Background: an optimization exercise with open tools, aiming at small area, a short achievable clock period and few clock cycles. Do not read the settings as production practice. No run shown here included a check of the RTL's function; only the layout flow was run. Power is estimated from default activity; no workload was simulated.

--- flow/run.sh ---
#!/bin/bash
# synth_recipe.tcl (not shown) runs the flow's synth.tcl, then flattens the netlist and writes it again
# the make line also repeats each setting of config.mk as NAME=value (left out here)
make -C /OpenROAD-flow-scripts/flow DESIGN_CONFIG=/design/flow/config.mk WORK_HOME=/design/flow/orfs CLKGATE_MAP_FILE= SYNTH_SCRIPT=/design/flow/synth_recipe.tcl finish
--- flow/config.mk ---
export PLATFORM = sky130hd
export DESIGN_NAME = cpu8080
export DESIGN_NICKNAME = cpu8080
export VERILOG_FILES = /design/flow/design.v
export SDC_FILE = /design/flow/constraint.sdc
export NUM_CORES = 4
export LEC_CHECK = 0
export CAP_MARGIN = 20
export CORE_MARGIN = 2
export CORE_UTILIZATION = 40
export PLACE_DENSITY = 0.6
export SETUP_SLACK_MARGIN = 3.15
export SLEW_MARGIN = 20
--- flow/constraint.sdc ---
create_clock -name core_clock -period 7.0 [get_ports {clock}]
set_input_delay 1.4000 -clock core_clock [delete_from_list [all_inputs] [get_ports {clock}]]
set_output_delay 1.4000 -clock core_clock [all_outputs]
set_load 0.01 [all_outputs]
--- flow/design.v ---
`timescale 1ns / 1ps
module cpu8080_ctl(st, ir, cond,
                   rd, wr, ia, fin, asel, dsel,
                   asrc, bsrc, aop, bk, isel, idec,
                   wsel, wdin, wrot,
                   fl_alu, fl_szpa, fl_cy8, fl_ac8, fl_pop, fl_rot, fl_stc,
                   fl_cmc, pairw, xchg, wload, wzinc);
   input  [2:0] st;
   input  [7:0] ir;
   input        cond;
   output reg   rd, wr, ia, fin;
   output reg [6:0] asel;    
   output reg [10:0] dsel;   
   output reg [7:0] asrc;    
   output reg [10:0] bsrc;   
   output reg [2:0] aop;
   output reg [1:0] bk;      
   output reg [4:0] isel;    
   output reg   idec;
   output reg [7:0] wsel;    
   output reg   wdin, wrot;
   output reg   fl_alu, fl_szpa, fl_cy8, fl_ac8, fl_pop, fl_rot, fl_stc,
                fl_cmc;
   output reg   pairw, xchg, wload, wzinc;
   localparam S_EX = 3'd0, S_1 = 3'd1, S_2 = 3'd2, S_3 = 3'd3, S_4 = 3'd4,
              S_HALT = 3'd5, S_IA = 3'd6, S_F0 = 3'd7;
   wire [2:0] dd = ir[5:3];
   wire [2:0] ss = ir[2:0];
   wire [1:0] rp = ir[5:4];
   wire g0 = ir[7:6] == 2'b00;
   wire g1 = ir[7:6] == 2'b01;
   wire g2 = ir[7:6] == 2'b10;
   wire g3 = ir[7:6] == 2'b11;
   wire i_hlt   = ir == 8'h76;
   wire i_movrm = g1 && ss == 3'd6 && dd != 3'd6;
   wire i_movmr = g1 && dd == 3'd6 && ss != 3'd6;
   wire i_movrr = g1 && dd != 3'd6 && ss != 3'd6;
   wire i_alum  = g2 && ss == 3'd6;
   wire i_lxi   = g0 && ir[3:0] == 4'h1;
   wire i_dad   = g0 && ir[3:0] == 4'h9;
   wire i_stax  = g0 && !ir[5] && ir[3:0] == 4'h2;
   wire i_ldax  = g0 && !ir[5] && ir[3:0] == 4'hA;
   wire i_shld  = ir == 8'h22;
   wire i_lhld  = ir == 8'h2A;
   wire i_sta   = ir == 8'h32;
   wire i_lda   = ir == 8'h3A;
   wire i_incx  = g0 && ir[2:0] == 3'd3;
   wire i_incdec= g0 && ir[2:1] == 2'b10;
   wire i_indm  = i_incdec && dd == 3'd6;
   wire i_mvi   = g0 && ss == 3'd6;
   wire i_mvim  = i_mvi && dd == 3'd6;
   wire i_rot   = g0 && ss == 3'd7 && !ir[5];
   wire i_daa   = ir == 8'h27;
   wire i_cma   = ir == 8'h2F;
   wire i_stc   = ir == 8'h37;
   wire i_cmc   = ir == 8'h3F;
   wire i_rcc   = g3 && ss == 3'd0;
   wire i_pop   = g3 && ir[3:0] == 4'h1;
   wire i_ret   = ir == 8'hC9;
   wire i_pchl  = ir == 8'hE9;
   wire i_jcc   = g3 && ss == 3'd2;
   wire i_jmp   = ir == 8'hC3;
   wire i_xthl  = ir == 8'hE3;
   wire i_xchg  = ir == 8'hEB;
   wire i_ccc   = g3 && ss == 3'd4;
   wire i_push  = g3 && ir[3:0] == 4'h5;
   wire i_call  = ir == 8'hCD;
   wire i_alui  = g3 && ss == 3'd6;
   wire i_rst   = g3 && ss == 3'd7;
   wire i_retx  = i_ret || (i_rcc && cond);
   wire i_callx = i_call || (i_ccc && cond);
   wire i_imm2  = i_shld || i_lhld || i_sta || i_lda || i_jmp || i_jcc ||
                  i_call || i_ccc;
   localparam P_PC = 0, P_HL = 1, P_BC = 2, P_DE = 3, P_SP = 4, P_SM2 = 5,
              P_WZ = 6;
   localparam Q_L = 5, Q_H = 4, Q_Z = 6, Q_A = 7, Q_PCL = 9, Q_PCH = 10;
   wire [3:0] q_pl = rp == 2'd3 ? 4'd8 : {1'b0, rp, 1'b1};
   wire [3:0] q_ph = rp == 2'd3 ? 4'd7 : {1'b0, rp, 1'b0};
   always @* begin
      rd = 1'b0; wr = 1'b0; ia = 1'b0; fin = 1'b0;
      asel = 7'd0; dsel = 11'd0;
      case (st)
         S_F0: fin = 1'b1;
         S_IA: ia = 1'b1;
         S_HALT: ;
         S_EX: begin
            if (i_hlt || i_dad || i_daa) ;
            else if (i_movrm || i_alum || i_indm) begin rd = 1'b1; asel[P_HL] = 1'b1; end
            else if (i_movmr) begin wr = 1'b1; asel[P_HL] = 1'b1; dsel[ss] = 1'b1; end
            else if (i_alui || i_mvi || i_lxi || i_imm2) begin rd = 1'b1; asel[P_PC] = 1'b1; end
            else if (i_stax) begin wr = 1'b1; asel[P_DE] = ir[4]; asel[P_BC] = !ir[4]; dsel[Q_A] = 1'b1; end
            else if (i_ldax) begin rd = 1'b1; asel[P_DE] = ir[4]; asel[P_BC] = !ir[4]; end
            else if (i_ret || i_rcc || i_pop || i_xthl) begin rd = 1'b1; asel[P_SP] = 1'b1; end
            else if (i_push) begin wr = 1'b1; asel[P_SM2] = 1'b1; dsel[q_pl] = 1'b1; end
            else if (i_rst) begin wr = 1'b1; asel[P_SM2] = 1'b1; dsel[Q_PCL] = 1'b1; end
            else fin = 1'b1;
         end
         S_1: begin
            if (i_mvim) begin wr = 1'b1; asel[P_HL] = 1'b1; dsel[Q_Z] = 1'b1; end
            else if (i_indm) ;
            else if (i_lxi || i_imm2) begin rd = 1'b1; asel[P_PC] = 1'b1; end
            else if (i_retx || i_pop) begin rd = 1'b1; asel[P_SP] = 1'b1; end
            else if (i_xthl) begin wr = 1'b1; asel[P_SP] = 1'b1; dsel[Q_L] = 1'b1; end
            else if (i_push) begin wr = 1'b1; asel[P_SP] = 1'b1; dsel[q_ph] = 1'b1; end
            else if (i_rst) begin wr = 1'b1; asel[P_SP] = 1'b1; dsel[Q_PCH] = 1'b1; end
            else fin = 1'b1;
         end
         S_2: begin
            if (i_indm) begin wr = 1'b1; asel[P_HL] = 1'b1; dsel[Q_Z] = 1'b1; end
            else if (i_shld) begin wr = 1'b1; asel[P_WZ] = 1'b1; dsel[Q_L] = 1'b1; end
            else if (i_sta) begin wr = 1'b1; asel[P_WZ] = 1'b1; dsel[Q_A] = 1'b1; end
            else if (i_lhld || i_lda) begin rd = 1'b1; asel[P_WZ] = 1'b1; end
            else if (i_callx) begin wr = 1'b1; asel[P_SM2] = 1'b1; dsel[Q_PCL] = 1'b1; end
            else if (i_xthl) begin rd = 1'b1; asel[P_SP] = 1'b1; end
            else fin = 1'b1;
         end
         S_3: begin
            if (i_shld) begin wr = 1'b1; asel[P_WZ] = 1'b1; dsel[Q_H] = 1'b1; end
            else if (i_lhld) begin rd = 1'b1; asel[P_WZ] = 1'b1; end
            else if (i_callx) begin wr = 1'b1; asel[P_SP] = 1'b1; dsel[Q_PCH] = 1'b1; end
            else if (i_xthl) begin wr = 1'b1; asel[P_SP] = 1'b1; dsel[Q_H] = 1'b1; end
            else fin = 1'b1;
         end
         default: fin = 1'b1;  
      endcase
      if (fin) begin
         rd = 1'b1;
         asel = (st == S_EX && i_pchl) ? 7'd2 : 7'd1;    
      end
   end
   always @* begin
      isel = 5'b00001; idec = 1'b0;
      if (i_incx) begin
         isel = 5'b00000; isel[rp == 2'd3 ? 0 : rp + 1] = 1'b1;
         idec = ir[3];
      end else if (i_shld || i_lhld) isel = 5'b10000;
      else if (i_pchl) isel = 5'b01000;
      else if (i_push || i_rst || i_callx) idec = 1'b1;
      else if (i_xthl) idec = st[1];
   end
   reg [2:0] aidx, bidx;
   reg       azero, bconst, bsp;
   always @* begin
      aidx = 3'd7; bidx = ss; aop = dd; azero = 1'b0; bconst = 1'b0;
      bsp = 1'b0; bk = 2'd0;
      if (i_movrr || i_xthl) begin           
         azero = 1'b1; aop = 3'd6;
         if (i_xthl) bidx = 3'd6;
      end else if (i_incdec) begin
         aidx = dd; bconst = 1'b1; aop = ir[0] ? 3'd2 : 3'd0;
      end else if (i_dad) begin
         aidx = st[0] ? 3'd4 : 3'd5; bidx = {rp, ~st[0]};
         bsp = rp == 2'd3; aop = {2'b00, st[0]};
      end else if (i_daa) begin
         bconst = 1'b1; bk = st[0] ? 2'd2 : 2'd1; aop = 3'd0;
      end else if (i_cma) begin
         bconst = 1'b1; bk = 2'd3; aop = 3'd5;
      end
      asrc = azero ? 8'd0 : (8'd1 << aidx);
      bsrc = bconst ? 11'h100 : bsp ? (st[0] ? 11'h400 : 11'h200)
                    : (11'd1 << bidx);
   end
   reg       we;
   reg [2:0] wi;
   always @* begin
      we = 1'b0; wdin = 1'b0; wrot = 1'b0; wi = dd;
      fl_alu = 1'b0; fl_szpa = 1'b0; fl_cy8 = 1'b0; fl_ac8 = 1'b0;
      fl_pop = 1'b0; fl_rot = 1'b0; fl_stc = 1'b0; fl_cmc = 1'b0;
      pairw = 1'b0; xchg = 1'b0; wload = 1'b0; wzinc = 1'b0;
      case (st)
         S_EX: begin
            if (i_movrr) we = 1'b1;
            if (i_movrm || i_mvi) begin we = 1'b1; wdin = 1'b1; end
            if (i_alum || i_indm || i_alui || i_imm2 || i_ret || i_rcc ||
                i_xthl) begin
               we = 1'b1; wdin = 1'b1; wi = 3'd6;
            end
            if (i_ldax) begin we = 1'b1; wdin = 1'b1; wi = 3'd7; end
            if (g2 && !i_alum) begin
               we = dd != 3'd7; wi = 3'd7; fl_alu = 1'b1;
            end
            if (i_incdec && !i_indm) begin we = 1'b1; fl_szpa = 1'b1; end
            if ((i_lxi || i_pop) && rp != 2'd3) begin
               we = 1'b1; wdin = 1'b1; wi = {rp, 1'b1};
            end
            if (i_pop && rp == 2'd3) fl_pop = 1'b1;
            if (i_dad) begin we = 1'b1; wi = 3'd5; fl_cy8 = 1'b1; end
            if (i_daa) begin we = 1'b1; wi = 3'd7; fl_ac8 = 1'b1; end
            if (i_cma) begin we = 1'b1; wi = 3'd7; end
            if (i_rot) begin we = 1'b1; wi = 3'd7; wrot = 1'b1; fl_rot = 1'b1; end
            fl_stc = i_stc;
            fl_cmc = i_cmc;
            pairw = i_incx && rp != 2'd3;
            xchg = i_xchg;
         end
         S_1: begin
            if (i_alum || i_alui) begin
               we = dd != 3'd7; wi = 3'd7; fl_alu = 1'b1;
            end
            if (i_dad) begin we = 1'b1; wi = 3'd4; fl_cy8 = 1'b1; end
            if (i_daa) begin we = 1'b1; wi = 3'd7; fl_cy8 = 1'b1; end
            if (i_indm) begin we = 1'b1; wi = 3'd6; fl_szpa = 1'b1; end
            if ((i_lxi && rp != 2'd3) || i_pop) begin
               we = 1'b1; wdin = 1'b1; wi = rp == 2'd3 ? 3'd7 : {rp, 1'b0};
            end
            if (i_xthl) begin we = 1'b1; wi = 3'd5; end
            wload = i_imm2;
         end
         S_2: begin
            if (i_lhld) begin we = 1'b1; wdin = 1'b1; wi = 3'd5; end
            if (i_lda) begin we = 1'b1; wdin = 1'b1; wi = 3'd7; end
            if (i_xthl) begin we = 1'b1; wdin = 1'b1; wi = 3'd6; end
            wzinc = i_shld || i_lhld;
         end
         S_3: begin
            if (i_lhld) begin we = 1'b1; wdin = 1'b1; wi = 3'd4; end
            if (i_xthl) begin we = 1'b1; wi = 3'd4; end
         end
         default: ;
      endcase
      wsel = we ? (8'd1 << wi) : 8'd0;
   end
endmodule
module cpu8080(addr,      
               data_in,   
               data_out,  
               readmem,   
               writemem,  
               intr,      
               inta,      
               reset,     
               clock);    
   output [15:0] addr;
   input  [7:0]  data_in;
   output [7:0]  data_out;
   output        readmem;
   output        writemem;
   input         intr;
   output        inta;
   input         reset;
   input         clock;
   localparam S_EX   = 3'd0;  
   localparam S_1    = 3'd1;
   localparam S_2    = 3'd2;
   localparam S_3    = 3'd3;
   localparam S_4    = 3'd4;
   localparam S_HALT = 3'd5;  
   localparam S_IA   = 3'd6;  
   localparam S_F0   = 3'd7;  
   reg    [7:0]  A, B, C, D, E, H, L;
   reg    [7:0]  W, Z;            
   reg    [15:0] SP, PC;
   reg    [7:0]  IR;
   reg    [2:0]  st;
   reg           fS, fZ, fAC, fP, fCY;
   reg           ei;
   wire   [2:0]  dd = IR[5:3];
   wire   [1:0]  rp = IR[5:4];
   wire   [15:0] WZ = {W, Z};
   wire g0 = IR[7:6] == 2'b00;
   wire g3 = IR[7:6] == 2'b11;
   wire i_hlt   = IR == 8'h76;
   wire i_lxi   = g0 && IR[3:0] == 4'h1;
   wire i_shld  = IR == 8'h22;
   wire i_lhld  = IR == 8'h2A;
   wire i_sta   = IR == 8'h32;
   wire i_lda   = IR == 8'h3A;
   wire i_incx  = g0 && IR[2:0] == 3'd3;   
   wire i_mvi   = g0 && IR[2:0] == 3'd6;
   wire i_daa   = IR == 8'h27;
   wire i_rcc   = g3 && IR[2:0] == 3'd0;
   wire i_pop   = g3 && IR[3:0] == 4'h1;
   wire i_ret   = IR == 8'hC9;
   wire i_pchl  = IR == 8'hE9;
   wire i_sphl  = IR == 8'hF9;
   wire i_jcc   = g3 && IR[2:0] == 3'd2;
   wire i_jmp   = IR == 8'hC3;
   wire i_xthl  = IR == 8'hE3;
   wire i_di    = IR == 8'hF3;
   wire i_ei    = IR == 8'hFB;
   wire i_ccc   = g3 && IR[2:0] == 3'd4;
   wire i_push  = g3 && IR[3:0] == 4'h5;
   wire i_call  = IR == 8'hCD;
   wire i_alui  = g3 && IR[2:0] == 3'd6;
   wire i_rst   = g3 && IR[2:0] == 3'd7;
   reg fl;
   always @* case (dd[2:1])
      2'd0: fl = fZ;
      2'd1: fl = fCY;
      2'd2: fl = fP;
      default: fl = fS;
   endcase
   wire cond = fl == dd[0];
   wire i_retx  = i_ret || (i_rcc && cond);             
   wire i_callx = i_call || (i_ccc && cond);            
   wire i_imm2  = i_shld || i_lhld || i_sta || i_lda || i_jmp || i_jcc ||
                  i_call || i_ccc;                      
   reg        rd, wr, ia, fin;
   reg  [6:0] asel;
   reg  [10:0] dsel;
   reg  [7:0] asrc;
   reg  [10:0] bsrc;
   reg  [2:0] aop;
   reg        asub, arith, ci_cy, ci_ncy;
   reg  [1:0] bk;
   reg  [4:0] isel;
   reg        idec;
   reg  [7:0] wsel;
   reg        wdin, wrot;
   reg        fl_alu, fl_szpa, fl_cy8, fl_ac8, fl_pop, fl_rot, fl_stc, fl_cmc;
   reg        pairw, xchg, wload, wzinc;
   wire ex     = st == S_EX;
   wire ei_eff = ei & ~(ex & i_di);
   wire take   = intr & ei_eff;
   reg  [2:0] st_n;
   always @* begin
      if (fin) st_n = S_EX;
      else case (st)
         S_EX:   st_n = i_hlt ? S_HALT : S_1;
         S_1:    st_n = S_2;
         S_2:    st_n = S_3;
         S_3:    st_n = S_4;
         S_HALT: st_n = (intr && ei) ? S_IA : S_HALT;
         S_IA:   st_n = S_EX;
         default: st_n = S_EX;
      endcase
   end
   wire       go_ia = st == S_HALT & intr & ei;
   wire       newi  = fin | (st == S_IA);
   wire [2:0] st_a  = newi ? S_EX : (st == S_EX && i_hlt) ? S_HALT :
                      st == S_HALT ? S_HALT : st + 3'd1;
   wire [7:0] ir_n  = newi ? data_in : IR;
   wire       n_rd, n_wr, n_ia, n_fin;
   wire [6:0] n_asel;
   wire [10:0] n_dsel;
   wire [7:0] n_asrc;
   wire [10:0] n_bsrc;
   wire [2:0] n_aop;
   wire [1:0] n_bk;
   wire [4:0] n_isel;
   wire       n_idec;
   wire [7:0] n_wsel;
   wire       n_wdin, n_wrot;
   wire       n_fl_alu, n_fl_szpa, n_fl_cy8, n_fl_ac8, n_fl_pop, n_fl_rot,
              n_fl_stc, n_fl_cmc;
   wire       n_pairw, n_xchg, n_wload, n_wzinc;
   wire       c_rd, c_wr, c_ia, c_fin;
   wire [6:0] c_asel;
   wire [10:0] c_dsel;
   wire [7:0] c_wsel;
   wire       c_fl_alu, c_fl_szpa, c_fl_cy8, c_fl_ac8, c_fl_pop, c_fl_rot,
              c_fl_stc, c_fl_cmc;
   wire       c_pairw, c_xchg, c_wload, c_wzinc;
   cpu8080_ctl nxt(.st(st_a), .ir(ir_n), .cond(cond),
                   .rd(c_rd), .wr(c_wr), .ia(c_ia), .fin(c_fin),
                   .asel(c_asel), .dsel(c_dsel),
                   .asrc(n_asrc), .bsrc(n_bsrc), .aop(n_aop), .bk(n_bk),
                   .isel(n_isel), .idec(n_idec),
                   .wsel(c_wsel), .wdin(n_wdin), .wrot(n_wrot),
                   .fl_alu(c_fl_alu), .fl_szpa(c_fl_szpa), .fl_cy8(c_fl_cy8),
                   .fl_ac8(c_fl_ac8), .fl_pop(c_fl_pop), .fl_rot(c_fl_rot),
                   .fl_stc(c_fl_stc), .fl_cmc(c_fl_cmc),
                   .pairw(c_pairw), .xchg(c_xchg), .wload(c_wload),
                   .wzinc(c_wzinc));
   assign n_rd = c_rd & ~go_ia;
   assign n_wr = c_wr & ~go_ia;
   assign n_ia = c_ia | go_ia;
   assign n_fin = c_fin & ~go_ia;
   assign n_asel = go_ia ? 7'd0 : c_asel;
   assign n_dsel = go_ia ? 11'd0 : c_dsel;
   assign n_wsel = go_ia ? 8'd0 : c_wsel;
   assign n_fl_alu = c_fl_alu & ~go_ia;
   assign n_fl_szpa = c_fl_szpa & ~go_ia;
   assign n_fl_cy8 = c_fl_cy8 & ~go_ia;
   assign n_fl_ac8 = c_fl_ac8 & ~go_ia;
   assign n_fl_pop = c_fl_pop & ~go_ia;
   assign n_fl_rot = c_fl_rot & ~go_ia;
   assign n_fl_stc = c_fl_stc & ~go_ia;
   assign n_fl_cmc = c_fl_cmc & ~go_ia;
   assign n_pairw = c_pairw & ~go_ia;
   assign n_xchg = c_xchg & ~go_ia;
   assign n_wload = c_wload & ~go_ia;
   assign n_wzinc = c_wzinc & ~go_ia;
   always @(posedge clock) begin
      if (reset) begin
         rd <= 1'b1; wr <= 1'b0; ia <= 1'b0; fin <= 1'b1; asel <= 7'd1;
         dsel <= 11'd0;
         wsel <= 8'd0; fl_alu <= 1'b0; fl_szpa <= 1'b0; fl_cy8 <= 1'b0;
         fl_ac8 <= 1'b0; fl_pop <= 1'b0; fl_rot <= 1'b0; fl_stc <= 1'b0;
         fl_cmc <= 1'b0; pairw <= 1'b0; xchg <= 1'b0; wload <= 1'b0;
         wzinc <= 1'b0;
      end else begin
         rd <= n_rd; wr <= n_wr; ia <= n_ia; fin <= n_fin; asel <= n_asel;
         dsel <= n_dsel;
         wsel <= n_wsel; fl_alu <= n_fl_alu; fl_szpa <= n_fl_szpa;
         fl_cy8 <= n_fl_cy8; fl_ac8 <= n_fl_ac8; fl_pop <= n_fl_pop;
         fl_rot <= n_fl_rot; fl_stc <= n_fl_stc; fl_cmc <= n_fl_cmc;
         pairw <= n_pairw; xchg <= n_xchg; wload <= n_wload;
         wzinc <= n_wzinc;
      end
      asrc <= n_asrc; bsrc <= n_bsrc; aop <= n_aop; bk <= n_bk;
      asub <= n_aop == 3'd2 || n_aop == 3'd3 || n_aop == 3'd7;
      arith <= !n_aop[2] || n_aop == 3'd7;
      ci_cy <= n_aop == 3'd1;
      ci_ncy <= n_aop == 3'd3;
      isel <= n_isel; idec <= n_idec; wdin <= n_wdin; wrot <= n_wrot;
   end
   wire daa1 = (A[3:0] > 4'd9) || fAC;
   wire daa2 = (A[7:4] > 4'd9) || fCY;
   reg  [7:0] kv;
   always @* case (bk)
      2'd0: kv = 8'h01;
      2'd1: kv = daa1 ? 8'h06 : 8'h00;
      2'd2: kv = daa2 ? 8'h60 : 8'h00;
      default: kv = 8'hFF;
   endcase
   wire [7:0] aa = ({8{asrc[0]}} & B) | ({8{asrc[1]}} & C) |
                   ({8{asrc[2]}} & D) | ({8{asrc[3]}} & E) |
                   ({8{asrc[4]}} & H) | ({8{asrc[5]}} & L) |
                   ({8{asrc[6]}} & Z) | ({8{asrc[7]}} & A);
   wire [7:0] rb = ({8{bsrc[0]}} & B) | ({8{bsrc[1]}} & C) |
                   ({8{bsrc[2]}} & D) | ({8{bsrc[3]}} & E) |
                   ({8{bsrc[4]}} & H) | ({8{bsrc[5]}} & L) |
                   ({8{bsrc[6]}} & Z) | ({8{bsrc[7]}} & A);
   wire [7:0] bb = rb | ({8{bsrc[8]}} & kv) | ({8{bsrc[9]}} & SP[7:0]) |
                   ({8{bsrc[10]}} & SP[15:8]);
   function [8:0] carries;
      input [7:0] g;
      input [7:0] p;
      input       cin;
      reg   [7:0] gg, pp;
      integer     lv, i, j;
      begin
         gg = g; pp = p;
         for (lv = 0; lv < 3; lv = lv + 1)
            for (i = 0; i < 8; i = i + 1)
               if (i & (1 << lv)) begin
                  j = (i & ~((2 << lv) - 1)) + (1 << lv) - 1;
                  gg[i] = gg[i] | (pp[i] & gg[j]);
                  pp[i] = pp[i] & pp[j];
               end
         carries[0] = cin;
         for (i = 0; i < 8; i = i + 1)
            carries[i + 1] = gg[i] | (pp[i] & cin);
      end
   endfunction
   wire       acin = (ci_cy & fCY) | (ci_ncy & ~fCY) | (asub & ~ci_ncy);
   wire [7:0] bx   = bb ^ {8{asub}};
   wire [7:0] ap   = aa ^ bx;
   wire [7:0] ag   = aa & bx;
   wire [8:0] cy   = carries(ag, ap, acin);
   wire [7:0] sum  = ap ^ cy[7:0];
   reg  [7:0] lres;
   always @* case (aop[1:0])
      2'd0: lres = aa & bb;
      2'd1: lres = aa ^ bb;
      default: lres = aa | bb;
   endcase
   wire [7:0] ares = arith ? sum : lres;
   wire a_cy = arith & (cy[8] ^ asub);
   wire a_ac = arith & (cy[4] ^ asub);
   wire a_z  = ares == 8'd0;
   wire a_p  = arith ? ~(^ap ^ ^cy[7:0]) : ~^lres;
   wire c8   = cy[8];         
   reg [7:0] rres;
   reg       rcy;
   always @* case (IR[4:3])
      2'd0: begin rres = {A[6:0], A[7]}; rcy = A[7]; end
      2'd1: begin rres = {A[0], A[7:1]}; rcy = A[0]; end
      2'd2: begin rres = {A[6:0], fCY};  rcy = A[7]; end
      default: begin rres = {fCY, A[7:1]}; rcy = A[0]; end
   endcase
   function [15:0] incdec16;
      input [15:0] x;
      input        dec;
      integer      i;
      reg   [15:0] y;
      begin
         y = x ^ {16{dec}};
         for (i = 0; i < 16; i = i + 1)
            incdec16[i] = x[i] ^ ((y & ((16'd1 << i) - 16'd1)) == ((16'd1 << i) - 16'd1));
      end
   endfunction
   wire [15:0] idu_in = ({16{isel[0]}} & SP) | ({16{isel[1]}} & {B, C}) |
                        ({16{isel[2]}} & {D, E}) | ({16{isel[3]}} & {H, L}) |
                        ({16{isel[4]}} & WZ);
   wire [15:0] idu = incdec16(idu_in, idec);
   wire [15:0] pcinc = incdec16(PC, 1'b0);
   wire [15:0] spm2 = SP - 16'd2;
   assign addr = ({16{asel[0]}} & PC) | ({16{asel[1]}} & {H, L}) |
                 ({16{asel[2]}} & {B, C}) | ({16{asel[3]}} & {D, E}) |
                 ({16{asel[4]}} & SP) | ({16{asel[5]}} & spm2) |
                 ({16{asel[6]}} & WZ);
   wire [7:0] flagbyte = { fS, fZ, 1'b0, fAC, 1'b0, fP, 1'b1, fCY };
   assign data_out = ({8{dsel[0]}} & B) | ({8{dsel[1]}} & C) |
                     ({8{dsel[2]}} & D) | ({8{dsel[3]}} & E) |
                     ({8{dsel[4]}} & H) | ({8{dsel[5]}} & L) |
                     ({8{dsel[6]}} & Z) | ({8{dsel[7]}} & A) |
                     ({8{dsel[8]}} & flagbyte) | ({8{dsel[9]}} & PC[7:0]) |
                     ({8{dsel[10]}} & PC[15:8]);
   assign readmem  = rd & ~(fin & take);
   assign writemem = wr;
   assign inta     = ia | (fin & take);
   wire [7:0] wv = wdin ? data_in : wrot ? rres : ares;
   wire fl_szp = fl_alu | fl_szpa;
   wire fl_cya = fl_alu | fl_cy8;        
   wire fS_o  = fl_pop ? data_in[7] : fS;
   wire fZ_o  = fl_pop ? data_in[6] : fZ;
   wire fP_o  = fl_pop ? data_in[2] : fP;
   wire fAC_o = fl_pop ? data_in[4] : fAC;
   wire fCY_o = fl_pop ? data_in[0] : fl_rot ? rcy : fl_stc ? 1'b1 :
                fl_cmc ? ~fCY : fCY;
   always @(posedge clock) begin
      if (wsel[0]) B <= wv;
      if (wsel[1]) C <= wv;
      if (wsel[2]) D <= wv;
      if (wsel[3]) E <= wv;
      if (wsel[4]) H <= wv;
      if (wsel[5]) L <= wv;
      if (wsel[6]) Z <= wv;
      if (wsel[7]) A <= wv;
      if (pairw) begin
         case (rp)
            2'd0: {B, C} <= idu;
            2'd1: {D, E} <= idu;
            default: {H, L} <= idu;
         endcase
      end
      if (xchg) begin D <= H; E <= L; H <= D; L <= E; end
      if (wload) W <= data_in;
      if (wzinc) {W, Z} <= idu;
      fS  <= fl_szp ? ares[7] : fS_o;
      fZ  <= fl_szp ? a_z : fZ_o;
      fP  <= fl_szp ? a_p : fP_o;
      fAC <= fl_szp ? a_ac : fl_ac8 ? c8 : fAC_o;
      fCY <= fl_cya ? a_cy : fCY_o;
      if (reset) begin
         st <= S_F0;
         PC <= 16'd0;
         ei <= 1'b1;
      end else begin
         st <= st_n;
         if (fin) begin
            IR <= data_in;
            PC <= (ex & i_pchl) ? idu : pcinc;
            ei <= (ex & i_ei) | (ei_eff & ~take);
         end else case (st)
         S_EX: begin
            if (i_alui || i_mvi || i_lxi || i_imm2) PC <= pcinc;
            if (i_lxi && rp == 2'd3) SP[7:0] <= data_in;
            if (i_retx || i_pop || i_push || i_rst) SP <= idu;
         end
         S_1: begin
            if (i_lxi && rp == 2'd3) SP[15:8] <= data_in;
            if (i_lxi || i_shld || i_lhld || i_sta || i_lda || i_call || i_ccc ||
                (i_jcc && !cond)) PC <= pcinc;
            if (i_jmp || (i_jcc && cond) || i_retx) PC <= {data_in, Z};
            if (i_retx || i_pop || i_xthl || i_push || i_rst) SP <= idu;
            if (i_rst) PC <= {10'd0, dd, 3'd0};
         end
         S_2: begin
            if (i_callx) SP <= idu;
         end
         S_3: begin
            if (i_callx || i_xthl) SP <= idu;
            if (i_callx) PC <= WZ;
         end
         S_HALT: begin
            if (intr && ei) ei <= 1'b0;
         end
         S_IA: begin
            IR <= data_in;
            PC <= pcinc;
         end
         default: ;
         endcase
         if (fin && ex) begin
            if (i_incx && rp == 2'd3) SP <= idu;
            if (i_sphl) SP <= {H, L};
         end
      end
   end
endmodule
==> results of run 1 <==
-- layout make-up --
type,instances,share of cell area [%]
clock buffers,19,2.25
multi-input cells,1667,60.6
inverters,76,1.46
clock inverters,13,0.906
flip-flops and latches,198,22.4
repair buffers,216,9.02
well taps,539,3.35
-- synth_stat cells (19+ instances only) --
cell and number:
edfxtp_1 53, a31oi_1 26, xnor2_1 40, and2_1 22, mux2i_1 31, and3_1 28
dfxtp_1 145, a21o_1 23, ha_1 51, o21ai_0 125, nand4_1 41, clkbuf_1 145
a211oi_1 35, nand2_1 206, a221oi_1 26, inv_1 72, nand3_1 58, nor3_1 67
a222oi_1 30, a22o_1 19, nor2b_1 21, nor2_1 160, buf_2 25, a22oi_1 129
a221o_1 21, xor2_1 28, nor4_1 24, a21oi_1 120, mux2_2 22
-- layer usage --
metal / GRT usage [%] / up-vias
met3: 10.2 / 414
met4: 28.3 / 2
met5: 0 / -
li1: - / 8199
met1: 51.9 / 9629
met2: 63.5 / 1493
-- power groups by stage --
stage / combinational, µW / clock (µW) / sequential [µW]
after global placement: 5190 / 0 / 2360
after detailed placement: 5270 / 0 / 2360
after floorplan: 3970 / 0 / 1740
final: 7470 / 1080 / 2380
after CTS: 6300 / 1090 / 2310
after global routing: 7870 / 1120 / 2360
-- worst max-delay path by stage --
| stage | start | endpoint | slack [ns] | depth (start not counted) |
|---|---|---|---|---|
| 5_1_grt | A[1] | H[7] | 2.72 | 19 |
| 4_1_cts | SP[4] | addr[15] | 2.86 | 8 |
| 6_report | A[1] | D[7] | 2.82 | 19 |
| 3_3_place_gp | data_in[0] | asel[0] | 1.67 | 13 |
| 2_1_floorplan | data_in[5] | asel[0] | 3.14 | 14 |
| 3_5_place_dp | data_in[0] | asel[0] | 1.71 | 13 |
-- flip-flops by register name, indices dropped and copies added (netlist names), 11 cells and up --
register and cells:
dsel 11, PC 16, SP 16, bsrc 11
-- kinds of logic after synthesis --
| group | synth area share (%) |
|---|---|
| buffers and inverters | 6.61 |
| xor gates and xnor gates | 4.27 |
| adders and majority gates | 3.93 |
| and+or+nand+nor | 22.1 |
| AOI/OAI and AO/OA | 32.7 |
| muxes | 3.60 |
| DFF | 26.8 |
-- worst max-delay path: cells and delay by family, from the launching register on --
family                     cells  cell delay [ns]
and+or+nand+nor                3             0.25
AOI/OAI and AO/OA              9             2.15
adders and majority gates      2             0.54
DFF                            1             0.48
xor gates and xnor gates       1             0.14
buffers and inverters          4             0.52
-- stage by stage --
| step | total power, µW | hold WS (ns) |
|---|---|---|
| floorplan | 5710 | 0.466 |
| global placement | 7550 | 0.523 |
| detailed placement | 7630 | 0.523 |
| CTS | 9690 | 0.541 |
| global route | 11400 | 0.588 |
| finish | 10900 | 0.539 |
-- timing repair --
action | CTS | global route
pin swaps | 75 | 53
setup endpoints to repair | 135 | 107
buffers inserted | 90 | 44
resized for setup | 223 | 121
==> flow_summary.ini, run 1 <==
[worst_setup_path]
r2r-end = D[7]
critPathArrivalTime_ns = 4.61
worstReg2RegStart = A[1]
cp-start-kind = register
required_ns = 7.43
path_cells = buf_6, a22oi_2, nand2_1, a221oi_2, nand4_1, buf_6, xor2_1, ha_1, ha_4, buf_4, buf_6, nand2_4, a31oi_4, o211ai_1, a2111oi_1, a31oi_1, a21o_2, a311o_1, o21ai_1
crit_top_cell = buf_6
slowest_delay_ns = 0.48
r2r_slack_ns = 2.82
cp_max_fo = 8
crit_path_top_delay_cell = edfxtp_1
crit_path_end_kind = register
worst-setup-path-type = reg -> reg
worstRegToRegCells = 19

[timing]
final-setup-viol-count = 0
tightest_slew_ns = 1.10
min_period_ns = 4.18
rsz0062_at_grt = yes
slew_headroom_pct = 26.1
hold_violations = 0
final.setup.tns_ns = 0
worst_slack_ns = 2.82
max_freq_mhz = 239
finalCritPeriodShare_pct = 59.7
finalMaxSlewViolations = 0
finClkSkew_ns = 0.0206

[layout]
fin_area_um2 = 20200
drive_above_1_share_pct = 21.9
mostFrequentLayoutCells = 197 x nand2_1, 150 x nor2_1, 150 x buf_4
final_common_cell = nand2_1
final_util_pct = 48.4
fin_cells = 2728
diodes = 0
multi_input_area_um2 = 12200
area_growth_pct = 20.2
nNetsFinal = 2239
fill_cells = 4095
regArea_um2 = 4520

[global_route]
grt_antenna_before_repair = 2
track_usage_pct = 41.6
grt_first_pass_wirelength_mm = 132
grt_pass1_vias = 18400
grt_max_degree = 59
grt_overflow = 0

[power]
swShare_pct = 50.2
ir_worst_vdd_mv = 0.854
p_sw_uw = 5490
power.density_nw_per_um2 = 542
p_leak_uw = 0.00763
clkPwrFrac_pct = 9.9
p_seq_share_pct = 21.7
p_int_uw = 5440
combPwrFrac_pct = 68.4

[yosys]
synthCells = 2130
synth_flop_cell = dfxtp_1
syn-cell-area_um2 = 16800
avgSynthCellArea_um2 = 7.87
netlist.area_leader.share_pct = 17.3
synth_edf_count = 53
ys_types = 117
ys_seq_area_share_pct = 26.8
ys_top_cells_by_area = dfxtp_1 17%, edfxtp_1 9.5%, a22oi_1 5.8%
ys_ff_latch = 198
async_flop_share_pct = 0
yosysWarnings = 2
synth_top_area_cell = dfxtp_1
syn_nets = 2193

[cts]
cts.sinks = 198
clkTransAtPathRegs_ns = 0.09
cts_buffers = 17
clk_latency_ns = 0.51
clock_tree.buffer_depth = 2
h-tree-depth = 4
cts_tree = built
cts-root-buf = clkbuf_16
ctsHoldBuffers = 0

[route]
routed_wl_mm = 92.9
drtAntennaViolNets = 0
route.met2.wl_mm = 39.5
routed.top_layer = met5
dr.pass1.iters = 10
m1WireLength_mm = 34.7
wl_per_cell_um = 34.1
vias = 19700
drc_errors = 0
drt-initial-drc-count = 3377
dr_wl_met3_mm = 10.5
routed_via_density = 7.23

[die]
core_um2 = 41700
dieArea_um2 = 43600
start_util_pct = 40.2
placementRows = 75
io_pins = 38
die_y_um = 209
die_w_um = 209

[place]
numPlacedInstances = 2562
io_buffer_count = 37
place_congestion = 1.03
placed_area_um2 = 17400
pre_cts_ws_ns = 1.71
hpwlAfterDp_mm = 66.7

[hold_path]
holdPathStages = 2
min_path_type = reg -> reg
hold_start = fl_cmc
hold_path_end = fCY

[flow_run]
drv_cap = 0

[outcome]
outcome = timing/DRC/antenna clean
==> inputs of run 2 (changes only) <==
--- a/flow/design.v
+++ b/flow/design.v
@@ -407,13 +407,15 @@
    end
    wire daa1 = (A[3:0] > 4'd9) || fAC;
    wire daa2 = (A[7:4] > 4'd9) || fCY;
-   reg  [7:0] kv;
-   always @* case (bk)
-      2'd0: kv = 8'h01;
-      2'd1: kv = daa1 ? 8'h06 : 8'h00;
-      2'd2: kv = daa2 ? 8'h60 : 8'h00;
-      default: kv = 8'hFF;
-   endcase
+   reg  [7:0] kvr;            
+   reg        kdaa1, kdaa2;    
+   always @(posedge clock) begin
+      kvr <= n_bk == 2'd0 ? 8'h01 : n_bk == 2'd1 ? 8'h06 :
+             n_bk == 2'd2 ? 8'h60 : 8'hFF;
+      kdaa1 <= n_bk == 2'd1;
+      kdaa2 <= n_bk == 2'd2;
+   end
+   wire       kon = ~(kdaa1 & ~daa1) & ~(kdaa2 & ~daa2);
    wire [7:0] aa = ({8{asrc[0]}} & B) | ({8{asrc[1]}} & C) |
                    ({8{asrc[2]}} & D) | ({8{asrc[3]}} & E) |
                    ({8{asrc[4]}} & H) | ({8{asrc[5]}} & L) |
@@ -422,7 +424,7 @@
                    ({8{bsrc[2]}} & D) | ({8{bsrc[3]}} & E) |
                    ({8{bsrc[4]}} & H) | ({8{bsrc[5]}} & L) |
                    ({8{bsrc[6]}} & Z) | ({8{bsrc[7]}} & A);
-   wire [7:0] bb = rb | ({8{bsrc[8]}} & kv) | ({8{bsrc[9]}} & SP[7:0]) |
+   wire [7:0] bb = rb | ({8{bsrc[8] & kon}} & kvr) | ({8{bsrc[9]}} & SP[7:0]) |
                    ({8{bsrc[10]}} & SP[15:8]);
    function [8:0] carries;
       input [7:0] g;
@@ -511,14 +513,6 @@
    wire fCY_o = fl_pop ? data_in[0] : fl_rot ? rcy : fl_stc ? 1'b1 :
                 fl_cmc ? ~fCY : fCY;
    always @(posedge clock) begin
-      if (wsel[0]) B <= wv;
-      if (wsel[1]) C <= wv;
-      if (wsel[2]) D <= wv;
-      if (wsel[3]) E <= wv;
-      if (wsel[4]) H <= wv;
-      if (wsel[5]) L <= wv;
-      if (wsel[6]) Z <= wv;
-      if (wsel[7]) A <= wv;
       if (pairw) begin
          case (rp)
             2'd0: {B, C} <= idu;
@@ -529,6 +523,14 @@
       if (xchg) begin D <= H; E <= L; H <= D; L <= E; end
       if (wload) W <= data_in;
       if (wzinc) {W, Z} <= idu;
+      if (wsel[0]) B <= wv;
+      if (wsel[1]) C <= wv;
+      if (wsel[2]) D <= wv;
+      if (wsel[3]) E <= wv;
+      if (wsel[4]) H <= wv;
+      if (wsel[5]) L <= wv;
+      if (wsel[6]) Z <= wv;
+      if (wsel[7]) A <= wv;
       fS  <= fl_szp ? ares[7] : fS_o;
       fZ  <= fl_szp ? a_z : fZ_o;
       fP  <= fl_szp ? a_p : fP_o;
--- a/flow/config.mk
+++ b/flow/config.mk
@@ -9,5 +9,5 @@
 export CORE_MARGIN = 2
 export CORE_UTILIZATION = 40
 export PLACE_DENSITY = 0.6
-export SETUP_SLACK_MARGIN = 3.15
+export SETUP_SLACK_MARGIN = 3.0
 export SLEW_MARGIN = 20
==> run 2 against run 1 <==
Routed wire length decreased by 1.9%. Critical path depth shrank 10. Via count decreased by 1.2%. Register-to-register slack gained 0.13 ns. Fmax hardly changed. Flip-flop and latch count increased by 4. First-iteration DRC count shrank 3.4%. Clock power up about 30%. Setup slack worse by 0.00087 ns. Power fell by 15%. Critical endpoint is now addr[14].
==> flow_summary.ini, run 2 <==
[timing]
finalCritPeriodShare_pct = 59.7
hold_violations = 0
min_period_ns = 4.18
finClkSkew_ns = 0.0170
slew_headroom_pct = 17.3
tightest_slew_ns = 1.23
final.setup.tns_ns = 0
final-setup-viol-count = 0
max_freq_mhz = 239
rsz0062_at_grt = yes
finalMaxSlewViolations = 0

[die]
die_w_um = 206
die_y_um = 206
placementRows = 74
core_um2 = 40600
dieArea_um2 = 42600
io_pins = 38
start_util_pct = 40.3

[layout]
final_util_pct = 50.1
drive_above_1_share_pct = 21.4
fin_cells = 2705
largestRegisters = PC x16, SP x16
nNetsFinal = 2219
diodes = 0
area_growth_pct = 24.5
mostFrequentLayoutCells = 200 x buf_4, 194 x nand2_1, 141 x a22oi_1
final_common_cell = buf_4

[worst_setup_path]
required_ns = 5.60
path_cells = or4_4, nor3_4, nand2_2, buf_6, nor3_4, xor2_1, nand2_1, nand4_1, buf_2
cp-start-kind = register
crit_path_top_delay_cell = or4_4
r2r_slack_ns = 2.95
crit_path_end_kind = output port
cp-endpoint = addr[14]
slowest_delay_ns = 0.58
r2r-end = fP
worstReg2RegStart = C[4]
critPathArrivalTime_ns = 2.78
worstRegToRegCells = 15
crit_start = SP[6]
worst-setup-path-type = reg -> out
cp_max_fo = 4
crit_top_cell = nor3_4

[yosys]
ys_top_cells_by_area = edfxtp_1 19%, dfxtp_1 12%, a22oi_1 6.6%
synth_top_area_cell = edfxtp_1
synthCells = 2036
async_flop_share_pct = 0
synth_edf_count = 101
yosysMostFrequentCell = nand2_1
synth_flop_cell = edfxtp_1
syn_nets = 2100
ys_types = 86
ys_seq_area_share_pct = 30.9
avgSynthCellArea_um2 = 8.04
syn-cell-area_um2 = 16400
ys_ff_latch = 202
netlist.area_leader.share_pct = 18.5
synth_commonest_cells = 208 x nand2_1, 144 x a22oi_1, 141 x clkbuf_1
yosysWarnings = 2

[global_route]
grt_pass1_vias = 17500
track_usage_pct = 41.3
grt_max_degree = 52
grt_overflow = 0
grt_antenna_before_repair = 4
grt_first_pass_wirelength_mm = 126

[route]
vias = 19500
routed_via_density = 7.21
wl_per_cell_um = 33.7
drc_errors = 0
drtAntennaViolNets = 0
routed_wl_mm = 91.2
dr.pass1.iters = 12
drt-initial-drc-count = 3263

[place]
hpwlAfterDp_mm = 65.0
place_congestion = 1.03
numPlacedInstances = 2496
io_buffer_count = 37

[cts]
cts-root-buf = clkbuf_16
clkTransAtPathRegs_ns = 0.07
ctsHoldBuffers = 0
cts_buffers = 25
clk_latency_ns = 0.57
h-tree-depth = 1
cts_tree = built
clock_tree.buffer_depth = 3
cts.sinks = 202

[flow_run]
drv_cap = 0

[hold_path]
min_path_type = reg -> reg

[power]
power.density_nw_per_um2 = 457
ir_worst_vdd_mv = 0.518
p_leak_uw = 0.00759

[outcome]
outcome = timing/DRC/antenna clean
run 2: changes by cell type in the layout (fill, tap and decap cells not counted), sizes merged, moves of 11 or more:
cell and delta:
edfxtp +48, mux2i +15, a22oi +13, buf +35, dfxtp -44, a221oi +11, inv -14, nor2 -22
a221o -14, o21ai -27
run 2: cells by family after synthesis:
family | count (synthesis) | synth area share, %
xor gates and xnor gates | 78 | 4.17
muxes | 64 | 4.11
adders and majority gates | 53 | 4.10
buffers and inverters | 227 | 5.32
AOI/OAI and AO/OA | 697 | 29.8
DFF | 202 | 30.9
and+or+nand+nor | 715 | 21.6
run 2: cell type report:
cell class,count,area (µm²)
Clock buffer,30,686
Clock inverter,15,166
Fill cell,3911,20300
Inverter,65,262
Multi-Input combinational cell,1607,11500
Sequential cell,202,5060
Tap cell,532,666
Timing Repair Buffer,254,2080
run 2: where the power goes:
group / internal, µW / total (µW) / switching (µW) / leakage (µW)
sequential: 1520 / 2040 / 519 / 0.00176
clock: 810 / 1400 / 590 / 0.000418
combinational: 2420 / 5870 / 3450 / 0.00542
total: 4750 / 9310 / 4560 / 0.00759
run 2: worst min path at each step:
stage / cells after the start / slack (ns) / to / from
2_1_floorplan: 2 / 0.48 / PC[1] / PC[1]
3_3_place_gp: 2 / 0.50 / ei / ei
3_5_place_dp: 2 / 0.52 / ei / ei
4_1_cts: 2 / 0.54 / fCY / fl_cmc
5_1_grt: 2 / 0.56 / fCY / fl_cmc
6_report: 2 / 0.53 / ei / ei
run 2: what timing repair did:
action,in CTS,in global routing
buffers inserted,75,88
gates resized for setup,157,114
hold endpoints to repair,0,0
setup endpoints to repair,142,99
pin swaps,22,58
run 2: worst max-delay path: cells and delay by family (launching register included):
kind,cells,cell delay [ns]
xor gates and xnor gates,1,0.16
buffers and inverters,2,0.32
DFF,1,0.42
and+or+nand+nor,6,1.31
run 2: through the flow:
stage               cell area (µm²)  hold WS [ns]  setup WS [ns]  total power (µW)
floorplan                     16500         0.479           2.97              5070
global placement              17200         0.505           1.51              6680
detailed placement            17200         0.520           1.46              6720
CTS                           19200         0.535           2.84              8480
global route                  20400         0.556           2.80              9640
finish                        20400         0.533           2.82              9310
run 2: routing by layer:
layer / vias to the layer above / GRT usage [%] / part of all wire (%)
met3: 400 / 13.5 / 14
met4: 2 / 22.0 / 6.5
li1: 8091 / - / -
met5: - / 0 / 0.014
met2: 1664 / 60.4 / 41
met1: 9342 / 53.8 / 38
==> inputs of run 3 (changes only) <==
--- a/flow/config.mk
+++ b/flow/config.mk
@@ -7,7 +7,7 @@
 export LEC_CHECK = 0
 export CAP_MARGIN = 20
 export CORE_MARGIN = 2
-export CORE_UTILIZATION = 40
-export PLACE_DENSITY = 0.6
+export CORE_UTILIZATION = 50
+export PLACE_DENSITY = 0.65
 export SETUP_SLACK_MARGIN = 3.0
 export SLEW_MARGIN = 20
==> run 3 against run 2 <==
Highest routed layer unchanged. Synthesized cell count is the same. Sequential share of layout area barely moved. Register-to-register slack worse by 0.03 ns. Largest cell class unchanged. Fmax shrank 0.26%. Clock-buffer cell count is 6 higher. Global-route usage grew 5.5 points. Clock skew decreased by 0.0053 ns. Still clean on timing, DRC and antenna. Via count rose by 1.1%. Critical path depth increased by 1.
==> flow_summary.ini, run 3 <==
[power]
p_seq_share_pct = 22.5
p_leak_uw = 0.00759
clkPwrFrac_pct = 14.3
combPwrFrac_pct = 63.2
p_sw_uw = 4500
p_int_uw = 4650
ir_worst_vdd_mv = 0.481
power_uw = 9150
power.density_nw_per_um2 = 449
swShare_pct = 49.2

[die]
die_w_um = 185
start_util_pct = 50.6
core_um2 = 32400
die_y_um = 185
dieArea_um2 = 34200
placementRows = 66
io_pins = 38

[worst_setup_path]
worstReg2RegStart = SP[1]
worst-setup-path-type = reg -> out
cp-endpoint = addr[11]
r2r_slack_ns = 2.92
cp-start-kind = register
critPathArrivalTime_ns = 2.79
cp_max_fo = 4
crit_start = SP[4]
worstRegToRegCells = 14
crit_path_end_kind = output port
required_ns = 5.60
r2r-end = H[5]

[yosys]
ys_ff_latch = 202
ys_types = 86
synth_commonest_cells = 208 x nand2_1, 144 x a22oi_1, 141 x clkbuf_1
synth_top_area_cell = edfxtp_1
syn-cell-area_um2 = 16400
avgSynthCellArea_um2 = 8.04
synth_flop_cell = edfxtp_1
ys_seq_area_share_pct = 30.9
synthCells = 2036
synth_edf_count = 101
netlist.area_leader.share_pct = 18.5
ys_top_cells_by_area = edfxtp_1 19%, dfxtp_1 12%, a22oi_1 6.6%
syn_nets = 2100
yosysMostFrequentCell = nand2_1
yosysWarnings = 2
async_flop_share_pct = 0

[timing]
finalMaxSlewViolations = 0
hold_violations = 0
min_period_ns = 4.19
finalHoldWorstSlack_ns = 0.555
tightest_slew_ns = 1.38
rsz0062_at_grt = yes
slew_headroom_pct = 7.04
finClkSkew_ns = 0.0116
finalCritPeriodShare_pct = 59.8
final-setup-viol-count = 0
final.setup.tns_ns = 0
max_freq_mhz = 239

[route]
routed_wl_mm = 83.9
vias = 19700
dr.pass1.iters = 10
drt-initial-drc-count = 3814
drtAntennaViolNets = 0
drc_errors = 0
routed_via_density = 7.52
wl_per_cell_um = 32.0

[layout]
nNetsFinal = 2221
fill_cells = 2865
area_growth_pct = 24.4
mostFrequentLayoutCells = 198 x nand2_1, 190 x buf_4, 141 x a22oi_1
largestRegisters = PC x16, SP x16
final_common_cell = nand2_1
drive_above_1_share_pct = 21.1

[place]
io_buffer_count = 37
hpwlAfterDp_mm = 58.7
place_congestion = 1.10

[flow_run]
drv_cap = 0

[cts]
ctsHoldBuffers = 0
clock_tree.buffer_depth = 3
clkTransAtPathRegs_ns = 0.06
cts.sinks = 202
cts-root-buf = clkbuf_16
clk_latency_ns = 0.56
h-tree-depth = 1
cts_tree = built
cts_buffers = 25

[hold_path]
min_path_type = reg -> reg

[global_route]
grt_overflow = 0
grt_first_pass_wirelength_mm = 117
grt_max_degree = 51
track_usage_pct = 46.8
grt_antenna_before_repair = 5
grt_pass1_vias = 17400

[outcome]
outcome = timing/DRC/antenna clean
[run 3: metal layers]
| layer | GRT usage, % | wire length, µm | share of wire [%] |
|---|---|---|---|
| met3 | 16.4 | 14000 | 17 |
| met4 | 27.1 | 6750 | 8.0 |
| met1 | 61.3 | 30000 | 36 |
| met5 | 0 | 11 | 0.013 |
| met2 | 66.4 | 33100 | 39 |
[run 3: worst min-delay path by stage]
stage | startpoint | end | slack (ns) | cells after the start
final | fl_cmc | fCY | 0.55 | 2
after detailed placement | ei | ei | 0.53 | 2
after global placement | ei | ei | 0.50 | 2
after floorplan | PC[1] | PC[1] | 0.48 | 2
after global routing | fl_cmc | fCY | 0.57 | 2
after CTS | ei | ei | 0.55 | 2
[run 3: kinds of logic after synthesis]
group	synth area share [%]
DFF	30.9
muxes	4.11
buffers and inverters	5.32
adders and majority gates	4.10
AOI/OAI and AO/OA	29.8
xor gates and xnor gates	4.17
and+or+nand+nor	21.6
[run 3: critical path, stage by stage, from the launching register on]
cell      delay, ns
edfxtp_1       0.40
or4_4          0.58
nor3_4         0.18
nand2_2        0.13
buf_4          0.15
buf_6          0.11
nor3_4         0.11
xor2_1         0.17
nand2_1        0.08
nand4_1        0.17
buf_2          0.16
[run 3: area by class of cell]
class	instances	area (µm²)	area share (%)
multi-input cells	1607	11400	56.0
flip-flops and latches	202	5060	24.9
repair buffers	256	2220	10.9
clock buffers	36	753	3.70
well taps	442	553	2.72
inverters	65	284	1.39
clock inverters	10	68.8	0.338
diodes	4	10.0	0.0492
[run 3: power by group through the flow]
stage               sequential (µW)  combinational, µW  clock, µW
floorplan                      1670               3400          0
global placement               2100               4420          0
detailed placement             2100               4520          0
CTS                            2010               5010       1300
global route                   2040               6090       1340
finish                         2060               5780       1310
[run 3: per-stage QoR]
stage	util, %	setup WS, ns	instance area (µm²)	std cells
6_report	62.9	2.81	20400	2622
2_1_floorplan	-	2.97	16500	2036
4_1_cts	58.5	2.84	18900	2518
3_3_place_gp	52.6	1.48	17000	2393
5_1_grt	62.9	2.72	20400	2618
3_5_place_dp	52.6	1.36	17000	2393
[run 3: repair_timing]
item	CTS	global route
pin swaps	19	47
cloned	0	3
gates resized for setup	155	124
setup buffers	79	95
setup endpoints to repair	137	90
==> inputs of run 4 (changes only) <==
--- a/flow/design.v
+++ b/flow/design.v
@@ -84,7 +84,7 @@
          S_IA: ia = 1'b1;
          S_HALT: ;
          S_EX: begin
-            if (i_hlt || i_dad || i_daa) ;
+            if (i_hlt || i_dad || i_daa || i_pchl) ;
             else if (i_movrm || i_alum || i_indm) begin rd = 1'b1; asel[P_HL] = 1'b1; end
             else if (i_movmr) begin wr = 1'b1; asel[P_HL] = 1'b1; dsel[ss] = 1'b1; end
             else if (i_alui || i_mvi || i_lxi || i_imm2) begin rd = 1'b1; asel[P_PC] = 1'b1; end
@@ -123,10 +123,7 @@
          end
          default: fin = 1'b1;  
       endcase
-      if (fin) begin
-         rd = 1'b1;
-         asel = (st == S_EX && i_pchl) ? 7'd2 : 7'd1;    
-      end
+      if (fin) begin rd = 1'b1; asel = 7'd1; end
    end
    always @* begin
       isel = 5'b00001; idec = 1'b0;
@@ -134,7 +131,6 @@
          isel = 5'b00000; isel[rp == 2'd3 ? 0 : rp + 1] = 1'b1;
          idec = ir[3];
       end else if (i_shld || i_lhld) isel = 5'b10000;
-      else if (i_pchl) isel = 5'b01000;
       else if (i_push || i_rst || i_callx) idec = 1'b1;
       else if (i_xthl) idec = st[1];
    end
@@ -314,7 +310,7 @@
    wire take   = intr & ei_eff;
    reg  [2:0] st_n;
    always @* begin
-      if (fin) st_n = S_EX;
+      if (fin) st_n = take ? S_IA : S_EX;
       else case (st)
          S_EX:   st_n = i_hlt ? S_HALT : S_1;
          S_1:    st_n = S_2;
@@ -325,7 +321,7 @@
          default: st_n = S_EX;
       endcase
    end
-   wire       go_ia = st == S_HALT & intr & ei;
+   wire       go_ia = (fin & take) | (st == S_HALT & intr & ei);
    wire       newi  = fin | (st == S_IA);
    wire [2:0] st_a  = newi ? S_EX : (st == S_EX && i_hlt) ? S_HALT :
                       st == S_HALT ? S_HALT : st + 3'd1;
@@ -500,9 +496,9 @@
                      ({8{dsel[6]}} & Z) | ({8{dsel[7]}} & A) |
                      ({8{dsel[8]}} & flagbyte) | ({8{dsel[9]}} & PC[7:0]) |
                      ({8{dsel[10]}} & PC[15:8]);
-   assign readmem  = rd & ~(fin & take);
+   assign readmem  = rd;
    assign writemem = wr;
-   assign inta     = ia | (fin & take);
+   assign inta     = ia;
    wire [7:0] wv = wdin ? data_in : wrot ? rres : ares;
    wire fl_szp = fl_alu | fl_szpa;
    wire fl_cya = fl_alu | fl_cy8;        
@@ -543,14 +539,17 @@
       end else begin
          st <= st_n;
          if (fin) begin
-            IR <= data_in;
-            PC <= (ex & i_pchl) ? idu : pcinc;
+            if (!take) begin
+               IR <= data_in;
+               PC <= pcinc;
+            end
             ei <= (ex & i_ei) | (ei_eff & ~take);
          end else case (st)
          S_EX: begin
             if (i_alui || i_mvi || i_lxi || i_imm2) PC <= pcinc;
             if (i_lxi && rp == 2'd3) SP[7:0] <= data_in;
             if (i_retx || i_pop || i_push || i_rst) SP <= idu;
+            if (i_pchl) PC <= {H, L};
          end
          S_1: begin
             if (i_lxi && rp == 2'd3) SP[15:8] <= data_in;
--- a/flow/config.mk
+++ b/flow/config.mk
@@ -7,7 +7,7 @@
 export LEC_CHECK = 0
 export CAP_MARGIN = 20
 export CORE_MARGIN = 2
-export CORE_UTILIZATION = 50
-export PLACE_DENSITY = 0.65
+export CORE_UTILIZATION = 40
+export PLACE_DENSITY = 0.6
 export SETUP_SLACK_MARGIN = 3.0
 export SLEW_MARGIN = 20
==> run 4 against run 3 <==
Synthesized cell count fell by 1.4%. Routed wire length rose by 2.3%. Register-to-register slack barely moved. Critical path type unchanged.
==> flow_summary.ini, run 4 <==
[route]
drc_errors = 0
routed_wl_mm = 85.8
dr_wl_met3_mm = 12.9
drt-initial-drc-count = 3295
dr.pass1.iters = 8
wl_per_cell_um = 33.5
routed_via_density = 7.21
route.met2.wl_mm = 35.2
drtAntennaViolNets = 0
routed.top_layer = met5
m1WireLength_mm = 32.4
vias = 18500

[yosys]
synth_top_family_by_area = compound AO/OA/AOI/OAI gates
ys_seq_area_share_pct = 31.4
synth_edf_count = 101
synthCells = 2008
synthSimpleGateAreaFrac_pct = 22.0
syn_nets = 2071
synthXorXnorAreaFrac_pct = 3.74
synthAdderAreaFrac_pct = 4.09
synth_top_area_cell = edfxtp_1
async_flop_share_pct = 0
avgSynthCellArea_um2 = 8.01
ys_ff_latch = 202
yosysWarnings = 2
ys_types = 90
yosysMostFrequentCell = nand2_1
synth_flop_cell = edfxtp_1
ys_top_cells_by_area = edfxtp_1 19%, dfxtp_1 13%, a22oi_1 6.4%
synth_commonest_cells = 203 x nand2_1, 175 x nor2_1, 141 x clkbuf_1
muxShareOfSynthArea_pct = 2.65
netlist.area_leader.share_pct = 18.9
synth_compound_area_share_pct = 30.1
syn-cell-area_um2 = 16100

[hold_path]
hold_path_end = ei
hold_start = ei
min_path_type = reg -> reg
holdPathStages = 2

[place]
place_congestion = 1.04
io_buffer_count = 37
hpwlAfterDp_mm = 61.3

[worst_setup_path]
r2r_slack_ns = 2.92
worst-setup-path-type = reg -> out
critPathArrivalTime_ns = 2.76
worstRegToRegCells = 15
required_ns = 5.60
r2r-end = D[3]
cp-start-kind = register
crit_path_end_kind = output port
worstReg2RegStart = C[1]
cp_max_fo = 4

[global_route]
grt_first_pass_wirelength_mm = 122
grt_overflow = 0
grt_pass1_vias = 16900
track_usage_pct = 40.0
grt_max_degree = 50
grt_antenna_before_repair = 1

[timing]
final.setup.tns_ns = 0
tightest_slew_ns = 1.08
hold_violations = 0
finalMaxSlewViolations = 0
finalCritPeriodShare_pct = 59.5
slew_headroom_pct = 27.6
final-setup-viol-count = 0
min_period_ns = 4.16
rsz0062_at_grt = yes
max_freq_mhz = 240
finClkSkew_ns = 0.0116

[layout]
area_growth_pct = 16.8
mostFrequentLayoutCells = 196 x nand2_1, 170 x nor2_1, 137 x a22oi_1
largestRegisters = PC x16, SP x16
nNetsFinal = 2081
final_common_cell = nand2_1
drive_above_1_share_pct = 14.4
final_util_pct = 47.3
diodes = 0
fill_cells = 3921

[power]
ir_worst_vdd_mv = 0.432
power.density_nw_per_um2 = 478
p_leak_uw = 0.00678
power_uw = 8970

[die]
die_y_um = 204
placementRows = 73
start_util_pct = 40.5
dieArea_um2 = 41800
io_pins = 38
die_w_um = 204
core_um2 = 39700

[cts]
cts.sinks = 202
cts_buffers = 26
clk_latency_ns = 0.56
clock_tree.buffer_depth = 3
cts-root-buf = clkbuf_16
h-tree-depth = 1
ctsHoldBuffers = 0
clkTransAtPathRegs_ns = 0.06
cts_tree = built

[outcome]
outcome = timing/DRC/antenna clean

[flow_run]
drv_cap = 0
## run 4: critical path, cell delays in order (launching register included)
cell and delay [ns]:
edfxtp_1 0.40, or4_4 0.56, nor3_4 0.20, buf_6 0.15, nand2_8 0.07, nor4_4 0.18, xor2_1 0.16, nand2_1 0.07
nand4_1 0.23, buf_2 0.18
## run 4: kinds of logic (layout without fill, tap and decap cells)
logic type | count (synthesis) | after routing
AOI/OAI and AO/OA | 687 | 687
xor gates and xnor gates | 67 | 67
adders and majority gates | 52 | 52
buffers and inverters | 238 | 268
DFF | 202 | 202
muxes | 40 | 40
and+or+nand+nor | 722 | 722
## run 4: timing repair
action,CTS,global route
endpoints found under the setup margin,137,117
pin swaps,14,20
gates resized for setup,103,80
setup buffers,42,41
## run 4: power by group
part | total (µW) | switching, µW | internal, µW
clock | 1420 | 579 | 843
sequential | 1990 | 485 | 1500
combinational | 5560 | 3340 | 2220
## run 4: how the worst max path moves through the flow
stage | start | end | slack, ns | cells past startpoint
finish | SP[4] | addr[12] | 2.84 | 9
global route | A[2] | fP | 2.70 | 17
global placement | data_in[0] | dsel[7] | 1.36 | 13
detailed placement | data_in[0] | dsel[7] | 1.33 | 13
floorplan | data_in[2] | dsel[7] | 2.94 | 15
CTS | SP[5] | addr[15] | 2.79 | 9
## run 4: cell type report
cell class / count / area (µm²) / area share, %
multi-input cells: 1568 / 10600 / 56.6
inverters: 67 / 254 / 1.35
flip-flops and latches: 202 / 5060 / 26.9
clock inverters: 12 / 101 / 0.540
repair buffers: 153 / 1270 / 6.77
well taps: 525 / 657 / 3.50
clock buffers: 36 / 803 / 4.28
## run 4: routing by layer
layer / vias up / global-route usage, %
li1: 7698 / -
met1: 8821 / 52.4
met2: 1597 / 58.4
met3: 365 / 14.4
met4: 4 / 17.9
met5: - / 1.55
## run 4: through the flow
stage                     hold WS, ns  cells  setup WS, ns  area (µm²)
after floorplan                 0.473   2008          2.94       16200
after global placement          0.493   2432          1.36       16700
after detailed placement        0.500   2432          1.33       16700
after CTS                       0.510   2522          2.79       18200
after global routing            0.546   2563          2.70       18800
final                           0.505   2563          2.84       18800

static timing again, ports no longer ideal:
How much do the figures lean on ideal ports? The routed layouts below were timed once more, with nothing changed but the port constraints. Step 1: set_driving_cell puts a clkbuf_16 on clock and a buf_2 on each other input, an assumption about the parent block. Step 2, shift: input delay + t, output delay - t, t = (earliest + latest rising clock arrival at the registers) / 2. This alone moves slack from input paths to output paths. Slacks: ideal / step 1 / step 2; pairs: ideal / step 1.
run | shift t [ns] | setup slack, ns | worst data-port slew with drivers (ns)
run 1 | 0.560 | 2.824 / 2.821 / 2.648 | 0.04
run 2 | 0.619 | 2.823 / 2.766 / 2.424 | 0.03
run 3 | 0.611 | 2.812 / 2.759 / 2.480 | 0.03
run 4 | 0.618 | 2.835 / 2.776 / 2.425 | 0.05
After both steps setup and hold are still met in every run listed. The setup slack of run 4, which loses most, moves by -0.059 ns with the drivers and by -0.410 ns with both steps.
